Context: an optimization exercise on an open-source flow, tuned for small area, a short achievable clock period and few clock cycles. The choices shown serve that exercise and are no tape-out recipe. Function not checked in this run: the RTL went through the layout flow alone. Power is estimated from default activity; no workload was simulated.

$ cat flow/design.v
module booth_mul64(clk, reset_n, multiplier, multiplicand, op_start, op_clear, op_done, result);
  input clk, reset_n;
  input op_start, op_clear;
  input [63:0] multiplier, multiplicand;
  output op_done;
  output [127:0] result;
  reg st_idle, st_busy, st_cpa, st_done;
  reg [2:0] cnt;
  reg [63:0] M;           
  reg [63:0] PL;          
  reg [63:0] S, C;        
  reg [7:0] SL, CL;       
  reg cin;
  reg [3:0] bone0, btwo0, bneg0;   
  assign op_done = st_done;
  assign result = {S, PL};
  wire [64:0] xe  = {M[63], M};
  wire [64:0] x2e = {M, 1'b0};
  wire [64:0] pp0;
  wire nb0 = bneg0[0];
  assign pp0[64:0] = (({65{bone0[0]}} & xe[64:0]) | ({65{btwo0[0]}} & x2e[64:0])) ^ {65{bneg0[0]}};
  wire [64:0] pp1;
  wire nb1 = bneg0[1];
  assign pp1[64:0] = (({65{bone0[1]}} & xe[64:0]) | ({65{btwo0[1]}} & x2e[64:0])) ^ {65{bneg0[1]}};
  wire [64:0] pp2;
  wire nb2 = bneg0[2];
  assign pp2[64:0] = (({65{bone0[2]}} & xe[64:0]) | ({65{btwo0[2]}} & x2e[64:0])) ^ {65{bneg0[2]}};
  wire [64:0] pp3;
  wire nb3 = bneg0[3];
  assign pp3[64:0] = (({65{bone0[3]}} & xe[64:0]) | ({65{btwo0[3]}} & x2e[64:0])) ^ {65{bneg0[3]}};
  wire fs0, fc0, fs1, fc1, fs2, fc2, fs3, fc3, fs4, fc4, fs5, fc5, fs6, fc6, fs7, fc7, fs8, fc8, fs9, fc9, fs10, fc10, fs11, fc11, fs12, fc12, fs13, fc13, fs14, fc14, fs15, fc15, fs16, fc16, fs17, fc17, fs18, fc18, fs19, fc19, fs20, fc20, fs21, fc21, fs22, fc22, fs23, fc23, fs24, fc24, fs25, fc25, fs26, fc26, fs27, fc27, fs28, fc28, fs29, fc29, fs30, fc30, fs31, fc31, fs32, fc32, fs33, fc33, fs34, fc34, fs35, fc35, fs36, fc36, fs37, fc37, fs38, fc38, fs39, fc39, fs40, fc40, fs41, fc41, fs42, fc42, fs43, fc43, fs44, fc44, fs45, fc45, fs46, fc46, fs47, fc47, fs48, fc48, fs49, fc49, fs50, fc50, fs51, fc51, fs52, fc52, fs53, fc53, fs54, fc54, fs55, fc55, fs56, fc56, fs57, fc57, fs58, fc58, fs59, fc59, fs60, fc60, fs61, fc61, fs62, fc62, fs63, fc63, fs64, fc64, fs65, fc65, fs66, fc66, fs67, fc67, fs68, fc68, fs69, fc69, fs70, fc70, fs71, fc71, fs72, fc72, fs73, fc73, fs74, fc74, fs75, fc75, fs76, fc76, fs77, fc77, fs78, fc78, fs79, fc79, fs80, fc80, fs81, fc81, fs82, fc82, fs83, fc83, fs84, fc84, fs85, fc85, fs86, fc86, fs87, fc87, fs88, fc88, fs89, fc89, fs90, fc90, fs91, fc91, fs92, fc92, fs93, fc93, fs94, fc94, fs95, fc95, fs96, fc96, fs97, fc97, fs98, fc98, fs99, fc99, fs100, fc100, fs101, fc101, fs102, fc102, fs103, fc103, fs104, fc104, fs105, fc105, fs106, fc106, fs107, fc107, fs108, fc108, fs109, fc109, fs110, fc110, fs111, fc111, fs112, fc112, fs113, fc113, fs114, fc114, fs115, fc115, fs116, fc116, fs117, fc117, fs118, fc118, fs119, fc119, fs120, fc120, fs121, fc121, fs122, fc122, fs123, fc123, fs124, fc124, fs125, fc125, fs126, fc126, fs127, fc127, fs128, fc128, fs129, fc129, fs130, fc130, fs131, fc131, fs132, fc132, fs133, fc133, fs134, fc134, fs135, fc135, fs136, fc136, fs137, fc137, fs138, fc138, fs139, fc139, fs140, fc140, fs141, fc141, fs142, fc142, fs143, fc143, fs144, fc144, fs145, fc145, fs146, fc146, fs147, fc147, fs148, fc148, fs149, fc149, fs150, fc150, fs151, fc151, fs152, fc152, fs153, fc153, fs154, fc154, fs155, fc155, fs156, fc156, fs157, fc157, fs158, fc158, fs159, fc159, fs160, fc160, fs161, fc161, fs162, fc162, fs163, fc163, fs164, fc164, fs165, fc165, fs166, fc166, fs167, fc167, fs168, fc168, fs169, fc169, fs170, fc170, fs171, fc171, fs172, fc172, fs173, fc173, fs174, fc174, fs175, fc175, fs176, fc176, fs177, fc177, fs178, fc178, fs179, fc179, fs180, fc180, fs181, fc181, fs182, fc182, fs183, fc183, fs184, fc184, fs185, fc185, fs186, fc186, fs187, fc187, fs188, fc188, fs189, fc189, fs190, fc190, fs191, fc191, fs192, fc192, fs193, fc193, fs194, fc194, fs195, fc195, fs196, fc196, fs197, fc197, fs198, fc198, fs199, fc199, fs200, fc200, fs201, fc201, fs202, fc202, fs203, fc203, fs204, fc204, fs205, fc205, fs206, fc206, fs207, fc207, fs208, fc208, fs209, fc209, fs210, fc210, fs211, fc211, fs212, fc212, fs213, fc213, fs214, fc214, fs215, fc215, fs216, fc216, fs217, fc217, fs218, fc218, fs219, fc219, fs220, fc220, fs221, fc221, fs222, fc222, fs223, fc223, fs224, fc224, fs225, fc225, fs226, fc226, fs227, fc227, fs228, fc228, fs229, fc229, fs230, fc230, fs231, fc231, fs232, fc232, fs233, fc233, fs234, fc234, fs235, fc235, fs236, fc236, fs237, fc237, fs238, fc238, fs239, fc239, fs240, fc240, fs241, fc241, fs242, fc242, fs243, fc243, fs244, fc244, fs245, fc245, fs246, fc246, fs247, fc247, fs248, fc248, fs249, fc249, hs250, hc250, fs251, fc251, fs252, fc252;
  assign fs0 = C[0] ^ S[0] ^ nb0;
  assign fc0 = (C[0] & S[0]) | (C[0] & nb0) | (S[0] & nb0);
  assign fs1 = S[1] ^ C[1] ^ pp0[1];
  assign fc1 = (S[1] & C[1]) | (S[1] & pp0[1]) | (C[1] & pp0[1]);
  assign fs2 = C[2] ^ S[2] ^ nb1;
  assign fc2 = (C[2] & S[2]) | (C[2] & nb1) | (S[2] & nb1);
  assign fs3 = pp1[0] ^ pp0[2] ^ fs2;
  assign fc3 = (pp1[0] & pp0[2]) | (pp1[0] & fs2) | (pp0[2] & fs2);
  assign fs4 = C[3] ^ S[3] ^ pp0[3];
  assign fc4 = (C[3] & S[3]) | (C[3] & pp0[3]) | (S[3] & pp0[3]);
  assign fs5 = pp1[1] ^ fc2 ^ fs4;
  assign fc5 = (pp1[1] & fc2) | (pp1[1] & fs4) | (fc2 & fs4);
  assign fs6 = C[4] ^ S[4] ^ nb2;
  assign fc6 = (C[4] & S[4]) | (C[4] & nb2) | (S[4] & nb2);
  assign fs7 = pp0[4] ^ pp2[0] ^ pp1[2];
  assign fc7 = (pp0[4] & pp2[0]) | (pp0[4] & pp1[2]) | (pp2[0] & pp1[2]);
  assign fs8 = fs6 ^ fc4 ^ fs7;
  assign fc8 = (fs6 & fc4) | (fs6 & fs7) | (fc4 & fs7);
  assign fs9 = C[5] ^ S[5] ^ pp0[5];
  assign fc9 = (C[5] & S[5]) | (C[5] & pp0[5]) | (S[5] & pp0[5]);
  assign fs10 = pp1[3] ^ pp2[1] ^ fc6;
  assign fc10 = (pp1[3] & pp2[1]) | (pp1[3] & fc6) | (pp2[1] & fc6);
  assign fs11 = fc7 ^ fs9 ^ fs10;
  assign fc11 = (fc7 & fs9) | (fc7 & fs10) | (fs9 & fs10);
  assign fs12 = C[6] ^ S[6] ^ nb3;
  assign fc12 = (C[6] & S[6]) | (C[6] & nb3) | (S[6] & nb3);
  assign fs13 = pp0[6] ^ pp1[4] ^ pp3[0];
  assign fc13 = (pp0[6] & pp1[4]) | (pp0[6] & pp3[0]) | (pp1[4] & pp3[0]);
  assign fs14 = pp2[2] ^ fs12 ^ fc9;
  assign fc14 = (pp2[2] & fs12) | (pp2[2] & fc9) | (fs12 & fc9);
  assign fs15 = fc10 ^ fs13 ^ fs14;
  assign fc15 = (fc10 & fs13) | (fc10 & fs14) | (fs13 & fs14);
  assign fs16 = S[7] ^ C[7] ^ pp1[5];
  assign fc16 = (S[7] & C[7]) | (S[7] & pp1[5]) | (C[7] & pp1[5]);
  assign fs17 = pp0[7] ^ pp3[1] ^ pp2[3];
  assign fc17 = (pp0[7] & pp3[1]) | (pp0[7] & pp2[3]) | (pp3[1] & pp2[3]);
  assign fs18 = fc12 ^ fc13 ^ fs16;
  assign fc18 = (fc12 & fc13) | (fc12 & fs16) | (fc13 & fs16);
  assign fs19 = fs17 ^ fc14 ^ fs18;
  assign fc19 = (fs17 & fc14) | (fs17 & fs18) | (fc14 & fs18);
  assign fs20 = S[8] ^ C[8] ^ pp0[8];
  assign fc20 = (S[8] & C[8]) | (S[8] & pp0[8]) | (C[8] & pp0[8]);
  assign fs21 = pp1[6] ^ pp3[2] ^ pp2[4];
  assign fc21 = (pp1[6] & pp3[2]) | (pp1[6] & pp2[4]) | (pp3[2] & pp2[4]);
  assign fs22 = fc17 ^ fc16 ^ fs21;
  assign fc22 = (fc17 & fc16) | (fc17 & fs21) | (fc16 & fs21);
  assign fs23 = fs20 ^ fc18 ^ fs22;
  assign fc23 = (fs20 & fc18) | (fs20 & fs22) | (fc18 & fs22);
  assign fs24 = S[9] ^ C[9] ^ pp0[9];
  assign fc24 = (S[9] & C[9]) | (S[9] & pp0[9]) | (C[9] & pp0[9]);
  assign fs25 = pp3[3] ^ pp1[7] ^ pp2[5];
  assign fc25 = (pp3[3] & pp1[7]) | (pp3[3] & pp2[5]) | (pp1[7] & pp2[5]);
  assign fs26 = fc20 ^ fc21 ^ fs25;
  assign fc26 = (fc20 & fc21) | (fc20 & fs25) | (fc21 & fs25);
  assign fs27 = fs24 ^ fc22 ^ fs26;
  assign fc27 = (fs24 & fc22) | (fs24 & fs26) | (fc22 & fs26);
  assign fs28 = C[10] ^ S[10] ^ pp1[8];
  assign fc28 = (C[10] & S[10]) | (C[10] & pp1[8]) | (S[10] & pp1[8]);
  assign fs29 = pp2[6] ^ pp0[10] ^ pp3[4];
  assign fc29 = (pp2[6] & pp0[10]) | (pp2[6] & pp3[4]) | (pp0[10] & pp3[4]);
  assign fs30 = fc25 ^ fc24 ^ fs28;
  assign fc30 = (fc25 & fc24) | (fc25 & fs28) | (fc24 & fs28);
  assign fs31 = fs29 ^ fc26 ^ fs30;
  assign fc31 = (fs29 & fc26) | (fs29 & fs30) | (fc26 & fs30);
  assign fs32 = S[11] ^ C[11] ^ pp1[9];
  assign fc32 = (S[11] & C[11]) | (S[11] & pp1[9]) | (C[11] & pp1[9]);
  assign fs33 = pp2[7] ^ pp0[11] ^ pp3[5];
  assign fc33 = (pp2[7] & pp0[11]) | (pp2[7] & pp3[5]) | (pp0[11] & pp3[5]);
  assign fs34 = fc28 ^ fc29 ^ fs33;
  assign fc34 = (fc28 & fc29) | (fc28 & fs33) | (fc29 & fs33);
  assign fs35 = fs32 ^ fc30 ^ fs34;
  assign fc35 = (fs32 & fc30) | (fs32 & fs34) | (fc30 & fs34);
  assign fs36 = C[12] ^ S[12] ^ pp1[10];
  assign fc36 = (C[12] & S[12]) | (C[12] & pp1[10]) | (S[12] & pp1[10]);
  assign fs37 = pp3[6] ^ pp0[12] ^ pp2[8];
  assign fc37 = (pp3[6] & pp0[12]) | (pp3[6] & pp2[8]) | (pp0[12] & pp2[8]);
  assign fs38 = fc32 ^ fc33 ^ fs36;
  assign fc38 = (fc32 & fc33) | (fc32 & fs36) | (fc33 & fs36);
  assign fs39 = fs37 ^ fc34 ^ fs38;
  assign fc39 = (fs37 & fc34) | (fs37 & fs38) | (fc34 & fs38);
  assign fs40 = C[13] ^ S[13] ^ pp1[11];
  assign fc40 = (C[13] & S[13]) | (C[13] & pp1[11]) | (S[13] & pp1[11]);
  assign fs41 = pp0[13] ^ pp3[7] ^ pp2[9];
  assign fc41 = (pp0[13] & pp3[7]) | (pp0[13] & pp2[9]) | (pp3[7] & pp2[9]);
  assign fs42 = fc37 ^ fc36 ^ fs40;
  assign fc42 = (fc37 & fc36) | (fc37 & fs40) | (fc36 & fs40);
  assign fs43 = fs41 ^ fc38 ^ fs42;
  assign fc43 = (fs41 & fc38) | (fs41 & fs42) | (fc38 & fs42);
  assign fs44 = S[14] ^ C[14] ^ pp1[12];
  assign fc44 = (S[14] & C[14]) | (S[14] & pp1[12]) | (C[14] & pp1[12]);
  assign fs45 = pp3[8] ^ pp2[10] ^ pp0[14];
  assign fc45 = (pp3[8] & pp2[10]) | (pp3[8] & pp0[14]) | (pp2[10] & pp0[14]);
  assign fs46 = fc41 ^ fc40 ^ fs45;
  assign fc46 = (fc41 & fc40) | (fc41 & fs45) | (fc40 & fs45);
  assign fs47 = fs44 ^ fc42 ^ fs46;
  assign fc47 = (fs44 & fc42) | (fs44 & fs46) | (fc42 & fs46);
  assign fs48 = S[15] ^ C[15] ^ pp3[9];
  assign fc48 = (S[15] & C[15]) | (S[15] & pp3[9]) | (C[15] & pp3[9]);
  assign fs49 = pp1[13] ^ pp0[15] ^ pp2[11];
  assign fc49 = (pp1[13] & pp0[15]) | (pp1[13] & pp2[11]) | (pp0[15] & pp2[11]);
  assign fs50 = fc44 ^ fc45 ^ fs48;
  assign fc50 = (fc44 & fc45) | (fc44 & fs48) | (fc45 & fs48);
  assign fs51 = fs49 ^ fc46 ^ fs50;
  assign fc51 = (fs49 & fc46) | (fs49 & fs50) | (fc46 & fs50);
  assign fs52 = S[16] ^ C[16] ^ pp0[16];
  assign fc52 = (S[16] & C[16]) | (S[16] & pp0[16]) | (C[16] & pp0[16]);
  assign fs53 = pp2[12] ^ pp3[10] ^ pp1[14];
  assign fc53 = (pp2[12] & pp3[10]) | (pp2[12] & pp1[14]) | (pp3[10] & pp1[14]);
  assign fs54 = fc48 ^ fc49 ^ fs52;
  assign fc54 = (fc48 & fc49) | (fc48 & fs52) | (fc49 & fs52);
  assign fs55 = fs53 ^ fc50 ^ fs54;
  assign fc55 = (fs53 & fc50) | (fs53 & fs54) | (fc50 & fs54);
  assign fs56 = C[17] ^ S[17] ^ pp2[13];
  assign fc56 = (C[17] & S[17]) | (C[17] & pp2[13]) | (S[17] & pp2[13]);
  assign fs57 = pp1[15] ^ pp0[17] ^ pp3[11];
  assign fc57 = (pp1[15] & pp0[17]) | (pp1[15] & pp3[11]) | (pp0[17] & pp3[11]);
  assign fs58 = fc52 ^ fc53 ^ fs57;
  assign fc58 = (fc52 & fc53) | (fc52 & fs57) | (fc53 & fs57);
  assign fs59 = fs56 ^ fc54 ^ fs58;
  assign fc59 = (fs56 & fc54) | (fs56 & fs58) | (fc54 & fs58);
  assign fs60 = C[18] ^ S[18] ^ pp2[14];
  assign fc60 = (C[18] & S[18]) | (C[18] & pp2[14]) | (S[18] & pp2[14]);
  assign fs61 = pp0[18] ^ pp1[16] ^ pp3[12];
  assign fc61 = (pp0[18] & pp1[16]) | (pp0[18] & pp3[12]) | (pp1[16] & pp3[12]);
  assign fs62 = fc57 ^ fc56 ^ fs60;
  assign fc62 = (fc57 & fc56) | (fc57 & fs60) | (fc56 & fs60);
  assign fs63 = fs61 ^ fc58 ^ fs62;
  assign fc63 = (fs61 & fc58) | (fs61 & fs62) | (fc58 & fs62);
  assign fs64 = S[19] ^ C[19] ^ pp3[13];
  assign fc64 = (S[19] & C[19]) | (S[19] & pp3[13]) | (C[19] & pp3[13]);
  assign fs65 = pp2[15] ^ pp0[19] ^ pp1[17];
  assign fc65 = (pp2[15] & pp0[19]) | (pp2[15] & pp1[17]) | (pp0[19] & pp1[17]);
  assign fs66 = fc61 ^ fc60 ^ fs64;
  assign fc66 = (fc61 & fc60) | (fc61 & fs64) | (fc60 & fs64);
  assign fs67 = fs65 ^ fc62 ^ fs66;
  assign fc67 = (fs65 & fc62) | (fs65 & fs66) | (fc62 & fs66);
  assign fs68 = C[20] ^ S[20] ^ pp0[20];
  assign fc68 = (C[20] & S[20]) | (C[20] & pp0[20]) | (S[20] & pp0[20]);
  assign fs69 = pp2[16] ^ pp1[18] ^ pp3[14];
  assign fc69 = (pp2[16] & pp1[18]) | (pp2[16] & pp3[14]) | (pp1[18] & pp3[14]);
  assign fs70 = fc64 ^ fc65 ^ fs68;
  assign fc70 = (fc64 & fc65) | (fc64 & fs68) | (fc65 & fs68);
  assign fs71 = fs69 ^ fc66 ^ fs70;
  assign fc71 = (fs69 & fc66) | (fs69 & fs70) | (fc66 & fs70);
  assign fs72 = S[21] ^ C[21] ^ pp2[17];
  assign fc72 = (S[21] & C[21]) | (S[21] & pp2[17]) | (C[21] & pp2[17]);
  assign fs73 = pp0[21] ^ pp1[19] ^ pp3[15];
  assign fc73 = (pp0[21] & pp1[19]) | (pp0[21] & pp3[15]) | (pp1[19] & pp3[15]);
  assign fs74 = fc69 ^ fc68 ^ fs73;
  assign fc74 = (fc69 & fc68) | (fc69 & fs73) | (fc68 & fs73);
  assign fs75 = fs72 ^ fc70 ^ fs74;
  assign fc75 = (fs72 & fc70) | (fs72 & fs74) | (fc70 & fs74);
  assign fs76 = S[22] ^ C[22] ^ pp2[18];
  assign fc76 = (S[22] & C[22]) | (S[22] & pp2[18]) | (C[22] & pp2[18]);
  assign fs77 = pp1[20] ^ pp0[22] ^ pp3[16];
  assign fc77 = (pp1[20] & pp0[22]) | (pp1[20] & pp3[16]) | (pp0[22] & pp3[16]);
  assign fs78 = fc73 ^ fc72 ^ fs76;
  assign fc78 = (fc73 & fc72) | (fc73 & fs76) | (fc72 & fs76);
  assign fs79 = fs77 ^ fc74 ^ fs78;
  assign fc79 = (fs77 & fc74) | (fs77 & fs78) | (fc74 & fs78);
  assign fs80 = S[23] ^ C[23] ^ pp0[23];
  assign fc80 = (S[23] & C[23]) | (S[23] & pp0[23]) | (C[23] & pp0[23]);
  assign fs81 = pp3[17] ^ pp1[21] ^ pp2[19];
  assign fc81 = (pp3[17] & pp1[21]) | (pp3[17] & pp2[19]) | (pp1[21] & pp2[19]);
  assign fs82 = fc76 ^ fc77 ^ fs81;
  assign fc82 = (fc76 & fc77) | (fc76 & fs81) | (fc77 & fs81);
  assign fs83 = fs80 ^ fc78 ^ fs82;
  assign fc83 = (fs80 & fc78) | (fs80 & fs82) | (fc78 & fs82);
  assign fs84 = S[24] ^ C[24] ^ pp3[18];
  assign fc84 = (S[24] & C[24]) | (S[24] & pp3[18]) | (C[24] & pp3[18]);
  assign fs85 = pp1[22] ^ pp2[20] ^ pp0[24];
  assign fc85 = (pp1[22] & pp2[20]) | (pp1[22] & pp0[24]) | (pp2[20] & pp0[24]);
  assign fs86 = fc80 ^ fc81 ^ fs84;
  assign fc86 = (fc80 & fc81) | (fc80 & fs84) | (fc81 & fs84);
  assign fs87 = fs85 ^ fc82 ^ fs86;
  assign fc87 = (fs85 & fc82) | (fs85 & fs86) | (fc82 & fs86);
  assign fs88 = C[25] ^ S[25] ^ pp1[23];
  assign fc88 = (C[25] & S[25]) | (C[25] & pp1[23]) | (S[25] & pp1[23]);
  assign fs89 = pp0[25] ^ pp2[21] ^ pp3[19];
  assign fc89 = (pp0[25] & pp2[21]) | (pp0[25] & pp3[19]) | (pp2[21] & pp3[19]);
  assign fs90 = fc84 ^ fc85 ^ fs88;
  assign fc90 = (fc84 & fc85) | (fc84 & fs88) | (fc85 & fs88);
  assign fs91 = fs89 ^ fc86 ^ fs90;
  assign fc91 = (fs89 & fc86) | (fs89 & fs90) | (fc86 & fs90);
  assign fs92 = C[26] ^ S[26] ^ pp1[24];
  assign fc92 = (C[26] & S[26]) | (C[26] & pp1[24]) | (S[26] & pp1[24]);
  assign fs93 = pp0[26] ^ pp2[22] ^ pp3[20];
  assign fc93 = (pp0[26] & pp2[22]) | (pp0[26] & pp3[20]) | (pp2[22] & pp3[20]);
  assign fs94 = fc89 ^ fc88 ^ fs92;
  assign fc94 = (fc89 & fc88) | (fc89 & fs92) | (fc88 & fs92);
  assign fs95 = fs93 ^ fc90 ^ fs94;
  assign fc95 = (fs93 & fc90) | (fs93 & fs94) | (fc90 & fs94);
  assign fs96 = C[27] ^ S[27] ^ pp0[27];
  assign fc96 = (C[27] & S[27]) | (C[27] & pp0[27]) | (S[27] & pp0[27]);
  assign fs97 = pp3[21] ^ pp2[23] ^ pp1[25];
  assign fc97 = (pp3[21] & pp2[23]) | (pp3[21] & pp1[25]) | (pp2[23] & pp1[25]);
  assign fs98 = fc92 ^ fc93 ^ fs96;
  assign fc98 = (fc92 & fc93) | (fc92 & fs96) | (fc93 & fs96);
  assign fs99 = fs97 ^ fc94 ^ fs98;
  assign fc99 = (fs97 & fc94) | (fs97 & fs98) | (fc94 & fs98);
  assign fs100 = C[28] ^ S[28] ^ pp0[28];
  assign fc100 = (C[28] & S[28]) | (C[28] & pp0[28]) | (S[28] & pp0[28]);
  assign fs101 = pp2[24] ^ pp1[26] ^ pp3[22];
  assign fc101 = (pp2[24] & pp1[26]) | (pp2[24] & pp3[22]) | (pp1[26] & pp3[22]);
  assign fs102 = fc96 ^ fc97 ^ fs101;
  assign fc102 = (fc96 & fc97) | (fc96 & fs101) | (fc97 & fs101);
  assign fs103 = fs100 ^ fc98 ^ fs102;
  assign fc103 = (fs100 & fc98) | (fs100 & fs102) | (fc98 & fs102);
  assign fs104 = C[29] ^ S[29] ^ pp1[27];
  assign fc104 = (C[29] & S[29]) | (C[29] & pp1[27]) | (S[29] & pp1[27]);
  assign fs105 = pp0[29] ^ pp2[25] ^ pp3[23];
  assign fc105 = (pp0[29] & pp2[25]) | (pp0[29] & pp3[23]) | (pp2[25] & pp3[23]);
  assign fs106 = fc101 ^ fc100 ^ fs105;
  assign fc106 = (fc101 & fc100) | (fc101 & fs105) | (fc100 & fs105);
  assign fs107 = fs104 ^ fc102 ^ fs106;
  assign fc107 = (fs104 & fc102) | (fs104 & fs106) | (fc102 & fs106);
  assign fs108 = S[30] ^ C[30] ^ pp1[28];
  assign fc108 = (S[30] & C[30]) | (S[30] & pp1[28]) | (C[30] & pp1[28]);
  assign fs109 = pp0[30] ^ pp2[26] ^ pp3[24];
  assign fc109 = (pp0[30] & pp2[26]) | (pp0[30] & pp3[24]) | (pp2[26] & pp3[24]);
  assign fs110 = fc105 ^ fc104 ^ fs109;
  assign fc110 = (fc105 & fc104) | (fc105 & fs109) | (fc104 & fs109);
  assign fs111 = fs108 ^ fc106 ^ fs110;
  assign fc111 = (fs108 & fc106) | (fs108 & fs110) | (fc106 & fs110);
  assign fs112 = S[31] ^ C[31] ^ pp3[25];
  assign fc112 = (S[31] & C[31]) | (S[31] & pp3[25]) | (C[31] & pp3[25]);
  assign fs113 = pp2[27] ^ pp0[31] ^ pp1[29];
  assign fc113 = (pp2[27] & pp0[31]) | (pp2[27] & pp1[29]) | (pp0[31] & pp1[29]);
  assign fs114 = fc109 ^ fc108 ^ fs112;
  assign fc114 = (fc109 & fc108) | (fc109 & fs112) | (fc108 & fs112);
  assign fs115 = fs113 ^ fc110 ^ fs114;
  assign fc115 = (fs113 & fc110) | (fs113 & fs114) | (fc110 & fs114);
  assign fs116 = C[32] ^ S[32] ^ pp2[28];
  assign fc116 = (C[32] & S[32]) | (C[32] & pp2[28]) | (S[32] & pp2[28]);
  assign fs117 = pp0[32] ^ pp3[26] ^ pp1[30];
  assign fc117 = (pp0[32] & pp3[26]) | (pp0[32] & pp1[30]) | (pp3[26] & pp1[30]);
  assign fs118 = fc113 ^ fc112 ^ fs116;
  assign fc118 = (fc113 & fc112) | (fc113 & fs116) | (fc112 & fs116);
  assign fs119 = fs117 ^ fc114 ^ fs118;
  assign fc119 = (fs117 & fc114) | (fs117 & fs118) | (fc114 & fs118);
  assign fs120 = S[33] ^ C[33] ^ pp0[33];
  assign fc120 = (S[33] & C[33]) | (S[33] & pp0[33]) | (C[33] & pp0[33]);
  assign fs121 = pp1[31] ^ pp3[27] ^ pp2[29];
  assign fc121 = (pp1[31] & pp3[27]) | (pp1[31] & pp2[29]) | (pp3[27] & pp2[29]);
  assign fs122 = fc117 ^ fc116 ^ fs120;
  assign fc122 = (fc117 & fc116) | (fc117 & fs120) | (fc116 & fs120);
  assign fs123 = fs121 ^ fc118 ^ fs122;
  assign fc123 = (fs121 & fc118) | (fs121 & fs122) | (fc118 & fs122);
  assign fs124 = C[34] ^ S[34] ^ pp3[28];
  assign fc124 = (C[34] & S[34]) | (C[34] & pp3[28]) | (S[34] & pp3[28]);
  assign fs125 = pp0[34] ^ pp2[30] ^ pp1[32];
  assign fc125 = (pp0[34] & pp2[30]) | (pp0[34] & pp1[32]) | (pp2[30] & pp1[32]);
  assign fs126 = fc121 ^ fc120 ^ fs124;
  assign fc126 = (fc121 & fc120) | (fc121 & fs124) | (fc120 & fs124);
  assign fs127 = fs125 ^ fc122 ^ fs126;
  assign fc127 = (fs125 & fc122) | (fs125 & fs126) | (fc122 & fs126);
  assign fs128 = C[35] ^ S[35] ^ pp1[33];
  assign fc128 = (C[35] & S[35]) | (C[35] & pp1[33]) | (S[35] & pp1[33]);
  assign fs129 = pp0[35] ^ pp2[31] ^ pp3[29];
  assign fc129 = (pp0[35] & pp2[31]) | (pp0[35] & pp3[29]) | (pp2[31] & pp3[29]);
  assign fs130 = fc124 ^ fc125 ^ fs128;
  assign fc130 = (fc124 & fc125) | (fc124 & fs128) | (fc125 & fs128);
  assign fs131 = fs129 ^ fc126 ^ fs130;
  assign fc131 = (fs129 & fc126) | (fs129 & fs130) | (fc126 & fs130);
  assign fs132 = C[36] ^ S[36] ^ pp3[30];
  assign fc132 = (C[36] & S[36]) | (C[36] & pp3[30]) | (S[36] & pp3[30]);
  assign fs133 = pp0[36] ^ pp1[34] ^ pp2[32];
  assign fc133 = (pp0[36] & pp1[34]) | (pp0[36] & pp2[32]) | (pp1[34] & pp2[32]);
  assign fs134 = fc129 ^ fc128 ^ fs132;
  assign fc134 = (fc129 & fc128) | (fc129 & fs132) | (fc128 & fs132);
  assign fs135 = fs133 ^ fc130 ^ fs134;
  assign fc135 = (fs133 & fc130) | (fs133 & fs134) | (fc130 & fs134);
  assign fs136 = C[37] ^ S[37] ^ pp1[35];
  assign fc136 = (C[37] & S[37]) | (C[37] & pp1[35]) | (S[37] & pp1[35]);
  assign fs137 = pp0[37] ^ pp3[31] ^ pp2[33];
  assign fc137 = (pp0[37] & pp3[31]) | (pp0[37] & pp2[33]) | (pp3[31] & pp2[33]);
  assign fs138 = fc132 ^ fc133 ^ fs136;
  assign fc138 = (fc132 & fc133) | (fc132 & fs136) | (fc133 & fs136);
  assign fs139 = fs137 ^ fc134 ^ fs138;
  assign fc139 = (fs137 & fc134) | (fs137 & fs138) | (fc134 & fs138);
  assign fs140 = S[38] ^ C[38] ^ pp2[34];
  assign fc140 = (S[38] & C[38]) | (S[38] & pp2[34]) | (C[38] & pp2[34]);
  assign fs141 = pp3[32] ^ pp1[36] ^ pp0[38];
  assign fc141 = (pp3[32] & pp1[36]) | (pp3[32] & pp0[38]) | (pp1[36] & pp0[38]);
  assign fs142 = fc136 ^ fc137 ^ fs141;
  assign fc142 = (fc136 & fc137) | (fc136 & fs141) | (fc137 & fs141);
  assign fs143 = fs140 ^ fc138 ^ fs142;
  assign fc143 = (fs140 & fc138) | (fs140 & fs142) | (fc138 & fs142);
  assign fs144 = S[39] ^ C[39] ^ pp0[39];
  assign fc144 = (S[39] & C[39]) | (S[39] & pp0[39]) | (C[39] & pp0[39]);
  assign fs145 = pp2[35] ^ pp3[33] ^ pp1[37];
  assign fc145 = (pp2[35] & pp3[33]) | (pp2[35] & pp1[37]) | (pp3[33] & pp1[37]);
  assign fs146 = fc140 ^ fc141 ^ fs145;
  assign fc146 = (fc140 & fc141) | (fc140 & fs145) | (fc141 & fs145);
  assign fs147 = fs144 ^ fc142 ^ fs146;
  assign fc147 = (fs144 & fc142) | (fs144 & fs146) | (fc142 & fs146);
  assign fs148 = C[40] ^ S[40] ^ pp3[34];
  assign fc148 = (C[40] & S[40]) | (C[40] & pp3[34]) | (S[40] & pp3[34]);
  assign fs149 = pp2[36] ^ pp0[40] ^ pp1[38];
  assign fc149 = (pp2[36] & pp0[40]) | (pp2[36] & pp1[38]) | (pp0[40] & pp1[38]);
  assign fs150 = fc144 ^ fc145 ^ fs148;
  assign fc150 = (fc144 & fc145) | (fc144 & fs148) | (fc145 & fs148);
  assign fs151 = fs149 ^ fc146 ^ fs150;
  assign fc151 = (fs149 & fc146) | (fs149 & fs150) | (fc146 & fs150);
  assign fs152 = C[41] ^ S[41] ^ pp2[37];
  assign fc152 = (C[41] & S[41]) | (C[41] & pp2[37]) | (S[41] & pp2[37]);
  assign fs153 = pp3[35] ^ pp0[41] ^ pp1[39];
  assign fc153 = (pp3[35] & pp0[41]) | (pp3[35] & pp1[39]) | (pp0[41] & pp1[39]);
  assign fs154 = fc148 ^ fc149 ^ fs153;
  assign fc154 = (fc148 & fc149) | (fc148 & fs153) | (fc149 & fs153);
  assign fs155 = fs152 ^ fc150 ^ fs154;
  assign fc155 = (fs152 & fc150) | (fs152 & fs154) | (fc150 & fs154);
  assign fs156 = S[42] ^ C[42] ^ pp2[38];
  assign fc156 = (S[42] & C[42]) | (S[42] & pp2[38]) | (C[42] & pp2[38]);
  assign fs157 = pp1[40] ^ pp0[42] ^ pp3[36];
  assign fc157 = (pp1[40] & pp0[42]) | (pp1[40] & pp3[36]) | (pp0[42] & pp3[36]);
  assign fs158 = fc152 ^ fc153 ^ fs156;
  assign fc158 = (fc152 & fc153) | (fc152 & fs156) | (fc153 & fs156);
  assign fs159 = fs157 ^ fc154 ^ fs158;
  assign fc159 = (fs157 & fc154) | (fs157 & fs158) | (fc154 & fs158);
  assign fs160 = S[43] ^ C[43] ^ pp2[39];
  assign fc160 = (S[43] & C[43]) | (S[43] & pp2[39]) | (C[43] & pp2[39]);
  assign fs161 = pp1[41] ^ pp3[37] ^ pp0[43];
  assign fc161 = (pp1[41] & pp3[37]) | (pp1[41] & pp0[43]) | (pp3[37] & pp0[43]);
  assign fs162 = fc157 ^ fc156 ^ fs161;
  assign fc162 = (fc157 & fc156) | (fc157 & fs161) | (fc156 & fs161);
  assign fs163 = fs160 ^ fc158 ^ fs162;
  assign fc163 = (fs160 & fc158) | (fs160 & fs162) | (fc158 & fs162);
  assign fs164 = C[44] ^ S[44] ^ pp2[40];
  assign fc164 = (C[44] & S[44]) | (C[44] & pp2[40]) | (S[44] & pp2[40]);
  assign fs165 = pp3[38] ^ pp1[42] ^ pp0[44];
  assign fc165 = (pp3[38] & pp1[42]) | (pp3[38] & pp0[44]) | (pp1[42] & pp0[44]);
  assign fs166 = fc161 ^ fc160 ^ fs165;
  assign fc166 = (fc161 & fc160) | (fc161 & fs165) | (fc160 & fs165);
  assign fs167 = fs164 ^ fc162 ^ fs166;
  assign fc167 = (fs164 & fc162) | (fs164 & fs166) | (fc162 & fs166);
  assign fs168 = S[45] ^ C[45] ^ pp0[45];
  assign fc168 = (S[45] & C[45]) | (S[45] & pp0[45]) | (C[45] & pp0[45]);
  assign fs169 = pp2[41] ^ pp3[39] ^ pp1[43];
  assign fc169 = (pp2[41] & pp3[39]) | (pp2[41] & pp1[43]) | (pp3[39] & pp1[43]);
  assign fs170 = fc164 ^ fc165 ^ fs168;
  assign fc170 = (fc164 & fc165) | (fc164 & fs168) | (fc165 & fs168);
  assign fs171 = fs169 ^ fc166 ^ fs170;
  assign fc171 = (fs169 & fc166) | (fs169 & fs170) | (fc166 & fs170);
  assign fs172 = C[46] ^ S[46] ^ pp3[40];
  assign fc172 = (C[46] & S[46]) | (C[46] & pp3[40]) | (S[46] & pp3[40]);
  assign fs173 = pp0[46] ^ pp1[44] ^ pp2[42];
  assign fc173 = (pp0[46] & pp1[44]) | (pp0[46] & pp2[42]) | (pp1[44] & pp2[42]);
  assign fs174 = fc169 ^ fc168 ^ fs172;
  assign fc174 = (fc169 & fc168) | (fc169 & fs172) | (fc168 & fs172);
  assign fs175 = fs173 ^ fc170 ^ fs174;
  assign fc175 = (fs173 & fc170) | (fs173 & fs174) | (fc170 & fs174);
  assign fs176 = C[47] ^ S[47] ^ pp0[47];
  assign fc176 = (C[47] & S[47]) | (C[47] & pp0[47]) | (S[47] & pp0[47]);
  assign fs177 = pp2[43] ^ pp3[41] ^ pp1[45];
  assign fc177 = (pp2[43] & pp3[41]) | (pp2[43] & pp1[45]) | (pp3[41] & pp1[45]);
  assign fs178 = fc173 ^ fc172 ^ fs176;
  assign fc178 = (fc173 & fc172) | (fc173 & fs176) | (fc172 & fs176);
  assign fs179 = fs177 ^ fc174 ^ fs178;
  assign fc179 = (fs177 & fc174) | (fs177 & fs178) | (fc174 & fs178);
  assign fs180 = S[48] ^ C[48] ^ pp2[44];
  assign fc180 = (S[48] & C[48]) | (S[48] & pp2[44]) | (C[48] & pp2[44]);
  assign fs181 = pp0[48] ^ pp1[46] ^ pp3[42];
  assign fc181 = (pp0[48] & pp1[46]) | (pp0[48] & pp3[42]) | (pp1[46] & pp3[42]);
  assign fs182 = fc177 ^ fc176 ^ fs180;
  assign fc182 = (fc177 & fc176) | (fc177 & fs180) | (fc176 & fs180);
  assign fs183 = fs181 ^ fc178 ^ fs182;
  assign fc183 = (fs181 & fc178) | (fs181 & fs182) | (fc178 & fs182);
  assign fs184 = S[49] ^ C[49] ^ pp0[49];
  assign fc184 = (S[49] & C[49]) | (S[49] & pp0[49]) | (C[49] & pp0[49]);
  assign fs185 = pp2[45] ^ pp1[47] ^ pp3[43];
  assign fc185 = (pp2[45] & pp1[47]) | (pp2[45] & pp3[43]) | (pp1[47] & pp3[43]);
  assign fs186 = fc181 ^ fc180 ^ fs185;
  assign fc186 = (fc181 & fc180) | (fc181 & fs185) | (fc180 & fs185);
  assign fs187 = fs184 ^ fc182 ^ fs186;
  assign fc187 = (fs184 & fc182) | (fs184 & fs186) | (fc182 & fs186);
  assign fs188 = S[50] ^ C[50] ^ pp0[50];
  assign fc188 = (S[50] & C[50]) | (S[50] & pp0[50]) | (C[50] & pp0[50]);
  assign fs189 = pp1[48] ^ pp3[44] ^ pp2[46];
  assign fc189 = (pp1[48] & pp3[44]) | (pp1[48] & pp2[46]) | (pp3[44] & pp2[46]);
  assign fs190 = fc184 ^ fc185 ^ fs189;
  assign fc190 = (fc184 & fc185) | (fc184 & fs189) | (fc185 & fs189);
  assign fs191 = fs188 ^ fc186 ^ fs190;
  assign fc191 = (fs188 & fc186) | (fs188 & fs190) | (fc186 & fs190);
  assign fs192 = C[51] ^ S[51] ^ pp3[45];
  assign fc192 = (C[51] & S[51]) | (C[51] & pp3[45]) | (S[51] & pp3[45]);
  assign fs193 = pp1[49] ^ pp0[51] ^ pp2[47];
  assign fc193 = (pp1[49] & pp0[51]) | (pp1[49] & pp2[47]) | (pp0[51] & pp2[47]);
  assign fs194 = fc189 ^ fc188 ^ fs192;
  assign fc194 = (fc189 & fc188) | (fc189 & fs192) | (fc188 & fs192);
  assign fs195 = fs193 ^ fc190 ^ fs194;
  assign fc195 = (fs193 & fc190) | (fs193 & fs194) | (fc190 & fs194);
  assign fs196 = C[52] ^ S[52] ^ pp2[48];
  assign fc196 = (C[52] & S[52]) | (C[52] & pp2[48]) | (S[52] & pp2[48]);
  assign fs197 = pp1[50] ^ pp0[52] ^ pp3[46];
  assign fc197 = (pp1[50] & pp0[52]) | (pp1[50] & pp3[46]) | (pp0[52] & pp3[46]);
  assign fs198 = fc193 ^ fc192 ^ fs197;
  assign fc198 = (fc193 & fc192) | (fc193 & fs197) | (fc192 & fs197);
  assign fs199 = fs196 ^ fc194 ^ fs198;
  assign fc199 = (fs196 & fc194) | (fs196 & fs198) | (fc194 & fs198);
  assign fs200 = C[53] ^ S[53] ^ pp2[49];
  assign fc200 = (C[53] & S[53]) | (C[53] & pp2[49]) | (S[53] & pp2[49]);
  assign fs201 = pp0[53] ^ pp3[47] ^ pp1[51];
  assign fc201 = (pp0[53] & pp3[47]) | (pp0[53] & pp1[51]) | (pp3[47] & pp1[51]);
  assign fs202 = fc197 ^ fc196 ^ fs200;
  assign fc202 = (fc197 & fc196) | (fc197 & fs200) | (fc196 & fs200);
  assign fs203 = fs201 ^ fc198 ^ fs202;
  assign fc203 = (fs201 & fc198) | (fs201 & fs202) | (fc198 & fs202);
  assign fs204 = C[54] ^ S[54] ^ pp0[54];
  assign fc204 = (C[54] & S[54]) | (C[54] & pp0[54]) | (S[54] & pp0[54]);
  assign fs205 = pp3[48] ^ pp2[50] ^ pp1[52];
  assign fc205 = (pp3[48] & pp2[50]) | (pp3[48] & pp1[52]) | (pp2[50] & pp1[52]);
  assign fs206 = fc200 ^ fc201 ^ fs204;
  assign fc206 = (fc200 & fc201) | (fc200 & fs204) | (fc201 & fs204);
  assign fs207 = fs205 ^ fc202 ^ fs206;
  assign fc207 = (fs205 & fc202) | (fs205 & fs206) | (fc202 & fs206);
  assign fs208 = C[55] ^ S[55] ^ pp0[55];
  assign fc208 = (C[55] & S[55]) | (C[55] & pp0[55]) | (S[55] & pp0[55]);
  assign fs209 = pp2[51] ^ pp1[53] ^ pp3[49];
  assign fc209 = (pp2[51] & pp1[53]) | (pp2[51] & pp3[49]) | (pp1[53] & pp3[49]);
  assign fs210 = fc204 ^ fc205 ^ fs209;
  assign fc210 = (fc204 & fc205) | (fc204 & fs209) | (fc205 & fs209);
  assign fs211 = fs208 ^ fc206 ^ fs210;
  assign fc211 = (fs208 & fc206) | (fs208 & fs210) | (fc206 & fs210);
  assign fs212 = S[56] ^ C[56] ^ pp0[56];
  assign fc212 = (S[56] & C[56]) | (S[56] & pp0[56]) | (C[56] & pp0[56]);
  assign fs213 = pp3[50] ^ pp2[52] ^ pp1[54];
  assign fc213 = (pp3[50] & pp2[52]) | (pp3[50] & pp1[54]) | (pp2[52] & pp1[54]);
  assign fs214 = fc209 ^ fc208 ^ fs213;
  assign fc214 = (fc209 & fc208) | (fc209 & fs213) | (fc208 & fs213);
  assign fs215 = fs212 ^ fc210 ^ fs214;
  assign fc215 = (fs212 & fc210) | (fs212 & fs214) | (fc210 & fs214);
  assign fs216 = C[57] ^ S[57] ^ pp1[55];
  assign fc216 = (C[57] & S[57]) | (C[57] & pp1[55]) | (S[57] & pp1[55]);
  assign fs217 = pp2[53] ^ pp0[57] ^ pp3[51];
  assign fc217 = (pp2[53] & pp0[57]) | (pp2[53] & pp3[51]) | (pp0[57] & pp3[51]);
  assign fs218 = fc212 ^ fc213 ^ fs216;
  assign fc218 = (fc212 & fc213) | (fc212 & fs216) | (fc213 & fs216);
  assign fs219 = fs217 ^ fc214 ^ fs218;
  assign fc219 = (fs217 & fc214) | (fs217 & fs218) | (fc214 & fs218);
  assign fs220 = C[58] ^ S[58] ^ pp0[58];
  assign fc220 = (C[58] & S[58]) | (C[58] & pp0[58]) | (S[58] & pp0[58]);
  assign fs221 = pp3[52] ^ pp2[54] ^ pp1[56];
  assign fc221 = (pp3[52] & pp2[54]) | (pp3[52] & pp1[56]) | (pp2[54] & pp1[56]);
  assign fs222 = fc216 ^ fc217 ^ fs220;
  assign fc222 = (fc216 & fc217) | (fc216 & fs220) | (fc217 & fs220);
  assign fs223 = fs221 ^ fc218 ^ fs222;
  assign fc223 = (fs221 & fc218) | (fs221 & fs222) | (fc218 & fs222);
  assign fs224 = C[59] ^ S[59] ^ pp3[53];
  assign fc224 = (C[59] & S[59]) | (C[59] & pp3[53]) | (S[59] & pp3[53]);
  assign fs225 = pp0[59] ^ pp1[57] ^ pp2[55];
  assign fc225 = (pp0[59] & pp1[57]) | (pp0[59] & pp2[55]) | (pp1[57] & pp2[55]);
  assign fs226 = fc221 ^ fc220 ^ fs224;
  assign fc226 = (fc221 & fc220) | (fc221 & fs224) | (fc220 & fs224);
  assign fs227 = fs225 ^ fc222 ^ fs226;
  assign fc227 = (fs225 & fc222) | (fs225 & fs226) | (fc222 & fs226);
  assign fs228 = C[60] ^ S[60] ^ pp3[54];
  assign fc228 = (C[60] & S[60]) | (C[60] & pp3[54]) | (S[60] & pp3[54]);
  assign fs229 = pp0[60] ^ pp2[56] ^ pp1[58];
  assign fc229 = (pp0[60] & pp2[56]) | (pp0[60] & pp1[58]) | (pp2[56] & pp1[58]);
  assign fs230 = fc224 ^ fc225 ^ fs228;
  assign fc230 = (fc224 & fc225) | (fc224 & fs228) | (fc225 & fs228);
  assign fs231 = fs229 ^ fc226 ^ fs230;
  assign fc231 = (fs229 & fc226) | (fs229 & fs230) | (fc226 & fs230);
  assign fs232 = S[61] ^ C[61] ^ pp1[59];
  assign fc232 = (S[61] & C[61]) | (S[61] & pp1[59]) | (C[61] & pp1[59]);
  assign fs233 = pp3[55] ^ pp2[57] ^ pp0[61];
  assign fc233 = (pp3[55] & pp2[57]) | (pp3[55] & pp0[61]) | (pp2[57] & pp0[61]);
  assign fs234 = fc229 ^ fc228 ^ fs233;
  assign fc234 = (fc229 & fc228) | (fc229 & fs233) | (fc228 & fs233);
  assign fs235 = fs232 ^ fc230 ^ fs234;
  assign fc235 = (fs232 & fc230) | (fs232 & fs234) | (fc230 & fs234);
  assign fs236 = C[62] ^ S[62] ^ pp2[58];
  assign fc236 = (C[62] & S[62]) | (C[62] & pp2[58]) | (S[62] & pp2[58]);
  assign fs237 = pp1[60] ^ pp0[62] ^ pp3[56];
  assign fc237 = (pp1[60] & pp0[62]) | (pp1[60] & pp3[56]) | (pp0[62] & pp3[56]);
  assign fs238 = fc232 ^ fc233 ^ fs237;
  assign fc238 = (fc232 & fc233) | (fc232 & fs237) | (fc233 & fs237);
  assign fs239 = fs236 ^ fc234 ^ fs238;
  assign fc239 = (fs236 & fc234) | (fs236 & fs238) | (fc234 & fs238);
  assign fs240 = S[63] ^ C[63] ^ pp3[57];
  assign fc240 = (S[63] & C[63]) | (S[63] & pp3[57]) | (C[63] & pp3[57]);
  assign fs241 = pp1[61] ^ pp0[63] ^ pp2[59];
  assign fc241 = (pp1[61] & pp0[63]) | (pp1[61] & pp2[59]) | (pp0[63] & pp2[59]);
  assign fs242 = fc236 ^ fc237 ^ fs241;
  assign fc242 = (fc236 & fc237) | (fc236 & fs241) | (fc237 & fs241);
  assign fs243 = fs240 ^ fc238 ^ fs242;
  assign fc243 = (fs240 & fc238) | (fs240 & fs242) | (fc238 & fs242);
  assign fs244 = pp1[62] ^ pp3[58] ^ ~pp0[64];
  assign fc244 = (pp1[62] & pp3[58]) | (pp1[62] & ~pp0[64]) | (pp3[58] & ~pp0[64]);
  assign fs245 = pp2[60] ^ fc240 ^ fc241;
  assign fc245 = (pp2[60] & fc240) | (pp2[60] & fc241) | (fc240 & fc241);
  assign fs246 = fs244 ^ fc242 ^ fs245;
  assign fc246 = (fs244 & fc242) | (fs244 & fs245) | (fc242 & fs245);
  assign fs247 = pp3[59] ^ pp2[61] ^ pp1[63];
  assign fc247 = (pp3[59] & pp2[61]) | (pp3[59] & pp1[63]) | (pp2[61] & pp1[63]);
  assign fs248 = fc244 ^ fs247 ^ fc245;
  assign fc248 = (fc244 & fs247) | (fc244 & fc245) | (fs247 & fc245);
  assign fs249 = ~pp1[64] ^ pp3[60] ^ pp2[62];
  assign fc249 = (~pp1[64] & pp3[60]) | (~pp1[64] & pp2[62]) | (pp3[60] & pp2[62]);
  assign hs250 = fc247 ^ fs249;
  assign hc250 = fc247 & fs249;
  assign fs251 = pp3[61] ^ pp2[63] ^ fc249;
  assign fc251 = (pp3[61] & pp2[63]) | (pp3[61] & fc249) | (pp2[63] & fc249);
  assign fs252 = ~pp2[64] ^ pp3[62] ^ fc251;
  assign fc252 = (~pp2[64] & pp3[62]) | (~pp2[64] & fc251) | (pp3[62] & fc251);
  wire [71:0] TS = {1'b0, ~pp3[64], pp3[63], fs252, hc250, fc248, fc246, fc243, fc239, fc235, fc231, fc227, fc223, fc219, fc215, fc211, fc207, fc203, fc199, fc195, fc191, fc187, fc183, fc179, fc175, fc171, fc167, fc163, fc159, fc155, fc151, fc147, fc143, fc139, fc135, fc131, fc127, fc123, fc119, fc115, fc111, fc107, fc103, fc99, fc95, fc91, fc87, fc83, fc79, fc75, fc71, fc67, fc63, fc59, fc55, fc51, fc47, fc43, fc39, fc35, fc31, fc27, fc23, fc19, fc15, fc11, fc8, fc5, fc3, fc1, fc0, pp0[0]};
  wire [71:0] TC = {1'b0, 1'b0, fc252, 1'b0, fs251, hs250, fs248, fs246, fs243, fs239, fs235, fs231, fs227, fs223, fs219, fs215, fs211, fs207, fs203, fs199, fs195, fs191, fs187, fs183, fs179, fs175, fs171, fs167, fs163, fs159, fs155, fs151, fs147, fs143, fs139, fs135, fs131, fs127, fs123, fs119, fs115, fs111, fs107, fs103, fs99, fs95, fs91, fs87, fs83, fs79, fs75, fs71, fs67, fs63, fs59, fs55, fs51, fs47, fs43, fs39, fs35, fs31, fs27, fs23, fs19, fs15, fs11, fs8, fs5, fs3, fs1, fs0};
  localparam [71:0] K = {64'haaaaaaaaaaaaaaab, 8'd0};
  wire [71:0] aa = {S, SL};
  wire [71:0] bb = {C, CL};
  wire [71:0] ks = aa ^ bb ^ K;
  wire [71:0] kc = (aa & bb) | (aa & K) | (bb & K);
  wire [71:0] sum = ks + {kc[70:0], cin};
  wire cout = sum[8] ^ ks[8];    
  wire [8:0] win = st_idle ? {multiplier[7:0], 1'b0} : PL[15:7];
  wire [3:0] n_one, n_two, n_neg;
  genvar g;
  generate for (g = 0; g < 4; g = g + 1) begin : enc
    wire b0 = win[2*g], b1 = win[2*g+1], b2 = win[2*g+2];
    assign n_one[g] = b1 ^ b0;
    assign n_two[g] = (b2 & ~b1 & ~b0) | (~b2 & b1 & b0);
    assign n_neg[g] = b2 & ~(b1 & b0);
  end endgenerate
  always @(posedge clk or negedge reset_n)
    if (!reset_n) begin
      st_idle <= 1'b1; st_busy <= 1'b0; st_cpa <= 1'b0; st_done <= 1'b0;
      cnt <= 3'd0;
    end else begin
      st_idle <= op_clear | (st_idle & ~op_start);
      st_busy <= ~op_clear & ((st_idle & op_start) | (st_busy & (cnt != 3'd7)));
      st_cpa  <= ~op_clear & st_busy & (cnt == 3'd7);
      st_done <= ~op_clear & (st_cpa | st_done);
      cnt <= st_busy ? cnt + 3'd1 : 3'd0;
    end
  always @(posedge clk) begin
    M <= multiplicand;
    bone0 <= n_one; btwo0 <= n_two; bneg0 <= n_neg;
    if (st_idle) PL <= multiplier;
    else if (st_busy | st_cpa) PL <= {sum[7:0], PL[63:8]};
    if (st_idle) begin
      S <= 64'd0; C <= 64'd0; SL <= 8'd0; CL <= 8'd0; cin <= 1'b0;
    end else if (st_busy) begin
      S <= TS[71:8]; C <= TC[71:8];
      SL <= TS[7:0]; CL <= TC[7:0]; cin <= cout;
    end else if (st_cpa) begin
      S <= sum[71:8];
    end
  end
endmodule
$ cat flow/run.sh
#!/bin/bash
# synth_recipe.tcl (not shown) runs the flow's synth.tcl, then flattens the netlist and writes it again
# the make line also repeats each setting of config.mk as NAME=value (left out here)
make -C /OpenROAD-flow-scripts/flow DESIGN_CONFIG=/design/flow/config.mk WORK_HOME=/design/flow/orfs CLKGATE_MAP_FILE= SYNTH_SCRIPT=/design/flow/synth_recipe.tcl finish
$ cat flow/config.mk
export PLATFORM = sky130hd
export DESIGN_NAME = booth_mul64
export DESIGN_NICKNAME = booth_mul64
export VERILOG_FILES = /design/flow/design.v
export SDC_FILE = /design/flow/constraint.sdc
export NUM_CORES = 4
export LEC_CHECK = 0
export CAP_MARGIN = 20
export CORE_MARGIN = 2
export CORE_UTILIZATION = 40
export SETUP_SLACK_MARGIN = 4.3
export SLEW_MARGIN = 20
$ cat flow/constraint.sdc
create_clock -name core_clock -period 7.0 [get_ports {clk}]
set_input_delay 1.4000 -clock core_clock [delete_from_list [all_inputs] [get_ports {clk}]]
set_output_delay 1.4000 -clock core_clock [all_outputs]
set_load 0.01 [all_outputs]
==> impl_metrics.toml <==
[run_status]
outcome = "timing/DRC/antenna clean"

[logic_synthesis]
synth_top_area_share_pct = 19.2
synth_flop_cell = "dfxtp_1"
netlist_instances = 2752
ys_top_cells_by_count = "inv_1 (308), a22oi_1 (262), fa_1 (250)"
yosysSeqAreaShare_pct = 24.8
syn_nets = 3282
synth.most_common_cell = "inv_1"
syn-mean-instance-area_um2 = 9.48
synth-edff-count = 64
synth_seq_cells = 289
yosysTopAreaCell = "fa_1"
syn_area_um2 = 26100
yosys-top-cells-area = "fa_1 (19%), dfxtp_1 (17%), xnor2_1 (7.9%)"
synth_warnings = 1
async_reset_ff_share_pct = 2.42
synth_cell_type_count = 79

[job]
cap_viol_max_count = 0

[floorplanning]
die_h_um = 259
initial_utilization_pct = 40.5
dieArea_um2 = 67300
core_area_um2 = 64500
ios = 261
rows = 93
die_w_um = 259

[cts]
htreeDepth = 2
clkLatencyLatePin_ns = 0.60
cts-root-buf = "clkbuf_16"
clk_pin_slew_ns = 0.07
numCtsBuffers = 38
cts_tree = "yes"
numClockSinks = 289
clockBufferDepth = 3
postCtsHoldBufs = 0

[sta]
fin_setup_tns_ns = 0
setup_viol = 0
worst_pin_slew_ns = 1.06
hold_violations = 0
hold_ws_ns = 0.440
slew_viol_final = 0
rsz0062_at_grt = "true"
max_freq_mhz = 283
finalClockSkew_ns = 0.0387
maxSlewHeadroom_pct = 29.5
period_needed_ns = 3.53
timing.final.crit_share_pct = 50.4

[critical_path]
crit_path_end = "S[62]$_SDFFE_PP0P_"
critPathBufInv = 2
slowest_delay_ns = 0.58
critPathSlowestCell = "or4_4"
arrival_ns = 3.97
crit_cells = 12
reg2reg_to = "S[62]$_SDFFE_PP0P_"
worstSetupStartpointType = "register"
path_cells = "inv_4 -> ha_4 -> inv_4 -> ha_4 -> nand4_4 -> or4_4 -> o311ai_4 -> a41oi_4 -> o41a_1 -> a21oi_2 -> mux2i_1 -> o311ai_2"
crit_family = "compound AO/OA/AOI/OAI gates"
reg2reg_slack_ns = 3.47
r2r_start = "S[7]$_SDFFE_PP0P_"
criticalPathCategory = "reg2reg"
rr_worst_depth = 12
path_max_fanout = 4
required_ns = 7.44
crit_start = "S[7]$_SDFFE_PP0P_"
crit_path_end_kind = "register"

[finish]
fin_nets = 3621
layout-drive-gt1-share_pct = 35.5
fillerInstances = 5322
synthToLayoutAreaGrowth_pct = 42.1

[detailed_routing]
drtIter0Drc = 2423
dr_total_vias = 23800
ant_nets = 0
drc = 0
via_per_inst = 5.97
wl_mm = 109
drt-pass1-iter-count = 6
wl_per_cell_um = 27.3

[place]
hpwl_mm = 66.6
gp_congestion = 0.912
portBuffers = 260

[grt]
grt-ovfl-total = 0
grt_pass1_wl_mm = 159
first_global_vias = 24600
grt_max_degree = 68
grt_antenna_before_repair = 3
track_usage_pct = 31.4

[pwr]
p_per_area_nw_per_um2 = 391
leakagePower_nw = 15.2
ir_drop_mv = 0.256

[hold_path]
hp-class = "reg2reg"
worst min path at each step:
stage,startpoint,depth (start not counted),slack [ns],end
finish,cnt[0]$_DFF_PN0_,1,0.44,cnt[0]$_DFF_PN0_
global route,cnt[0]$_DFF_PN0_,1,0.45,cnt[0]$_DFF_PN0_
detailed placement,cnt[0]$_DFF_PN0_,1,0.43,cnt[0]$_DFF_PN0_
floorplan,cnt[0]$_DFF_PN0_,1,0.40,cnt[0]$_DFF_PN0_
CTS,cnt[0]$_DFF_PN0_,1,0.44,cnt[0]$_DFF_PN0_
global placement,cnt[0]$_DFF_PN0_,1,0.41,cnt[0]$_DFF_PN0_
metal layers:
metal / track usage, % / share of wire [%] / up-vias
met3: 8.81 / 11 / 404
li1: - / - / 10100
met5: 0 / 0.031 / -
met2: 49.6 / 45 / 1555
met4: 14.5 / 5.4 / 4
met1: 39.9 / 38 / 11700
cell type report:
| cell class | count | area (um^2) | area share [%] |
|---|---|---|---|
| well taps | 855 | 1070 | 2.89 |
| inverters | 311 | 1220 | 3.28 |
| diodes | 2 | 5.00 | 0.0135 |
| repair buffers | 533 | 5890 | 15.9 |
| flip-flops and latches | 289 | 6740 | 18.2 |
| clock inverters | 17 | 241 | 0.651 |
| multi-input cells | 1918 | 20800 | 56.2 |
| clock buffers | 52 | 1090 | 2.93 |
repair_timing:
| item | 4_1_cts | 5_1_grt |
|---|---|---|
| setup buffers | 168 | 52 |
| endpoints found under the setup margin | 278 | 158 |
| gates resized for setup | 762 | 264 |
| gates cloned | 27 | 1 |
| pin swaps | 310 | 264 |
cell families after synthesis:
family                   Yosys count  synth area share, %
AO/OA/AOI/OAI                    621                 16.4
XOR/XNOR                         321                 10.8
adder cells (fa/ha/maj)          400                 26.3
buffers and inverters            545                 8.21
flip-flops                       289                 24.8
multiplexers                     156                 6.25
AND/OR/NAND/NOR                  420                 7.24
worst reg2reg max path, delay by kind of cell, from the launching register on:
kind            cells  cell delay, ns
fa+ha+maj           2            0.56
buf+inv             2            0.08
simple gates        2            0.66
mux                 1            0.26
compound gates      5            1.44
flops               1            0.37
flip-flops by register name, indices dropped and copies added, names as in the netlist, 3 cells and up:
name and flops:
S 64, cnt 3, PL 64, C 61, SL 8, bone0 4
bneg0 4, CL 8, btwo0 4, M 64
per-stage QoR:
step / cells / instance area (um^2) / power, mW / util, % / worst slack (ns)
floorplan: 2752 / 27100 / 7.89 / - / 3.79
global placement: 3658 / 29700 / 10.0 / 46.1 / 3.07
detailed placement: 3658 / 29700 / 10.1 / 46.1 / 3.09
CTS: 3922 / 35500 / 13.7 / 55.1 / 3.51
global route: 3975 / 37100 / 15.5 / 57.5 / 3.41
finish: 3977 / 37100 / 14.5 / 57.5 / 3.47
power by group:
part / internal (mW) / leakage (nW) / switching, mW
combinational: 4.53 / 11.9 / 5.37
clock: 1.25 / 0.645 / 0.881
sequential: 2.04 / 2.60 / 0.428
cell usage in the layout (no fill, tap or decap), types with 13 or more instances in the layout:
master / instances
ha_1: 82
o21ai_0: 45
a21o_1: 31
buf_12: 49
clkbuf_16: 41
fa_1: 171
clkdlybuf4s15_1: 36
dlygate4sd2_1: 73
fa_2: 79
dfxtp_1: 85
a211oi_1: 17
dfxtp_2: 93
xnor2_2: 68
buf_4: 152
a22oi_2: 132
nand4_1: 28
inv_1: 259
mux2i_1: 99
nand3_1: 13
ha_4: 61
nand2_1: 85
buf_6: 36
xor2_1: 74
dfxtp_4: 40
a21oi_2: 23
a21oi_1: 79
edfxtp_1: 64
inv_2: 43
buf_16: 24
a21oi_4: 18
mux2_2: 52
nor3_1: 24
nor2_1: 177
xnor2_1: 165
clkdlybuf4s50_1: 132
a22oi_1: 130

re-timing with driven ports:
The results above use ideal ports. As a check the final layout listed here was re-extracted and re-timed, cells and wires unchanged.
Step 1 sets driving cells, clkbuf_16 on the clock port and buf_2 on the other inputs (assumed; they add their load-dependent delay and slew).
Step 2 also shifts input and output timing later by t, the mid clock arrival at the registers, as if the neighbouring blocks saw the same clock.
Three values: no drivers, after step 1, after step 2; two values: the first two.
t, ns: 0.641
setup slack, ns: 3.469 / 3.469 / 3.469
worst setup path after step 2: register to register
latest minus earliest clock arrival (ns): 0.039 / 0.039
worst register clock-pin slew, ns: 0.07 / 0.07
After both steps this run still meets setup and hold. For this run, drivers alone change the setup slack by 0.000 ns; drivers and shift together by 0.000 ns.
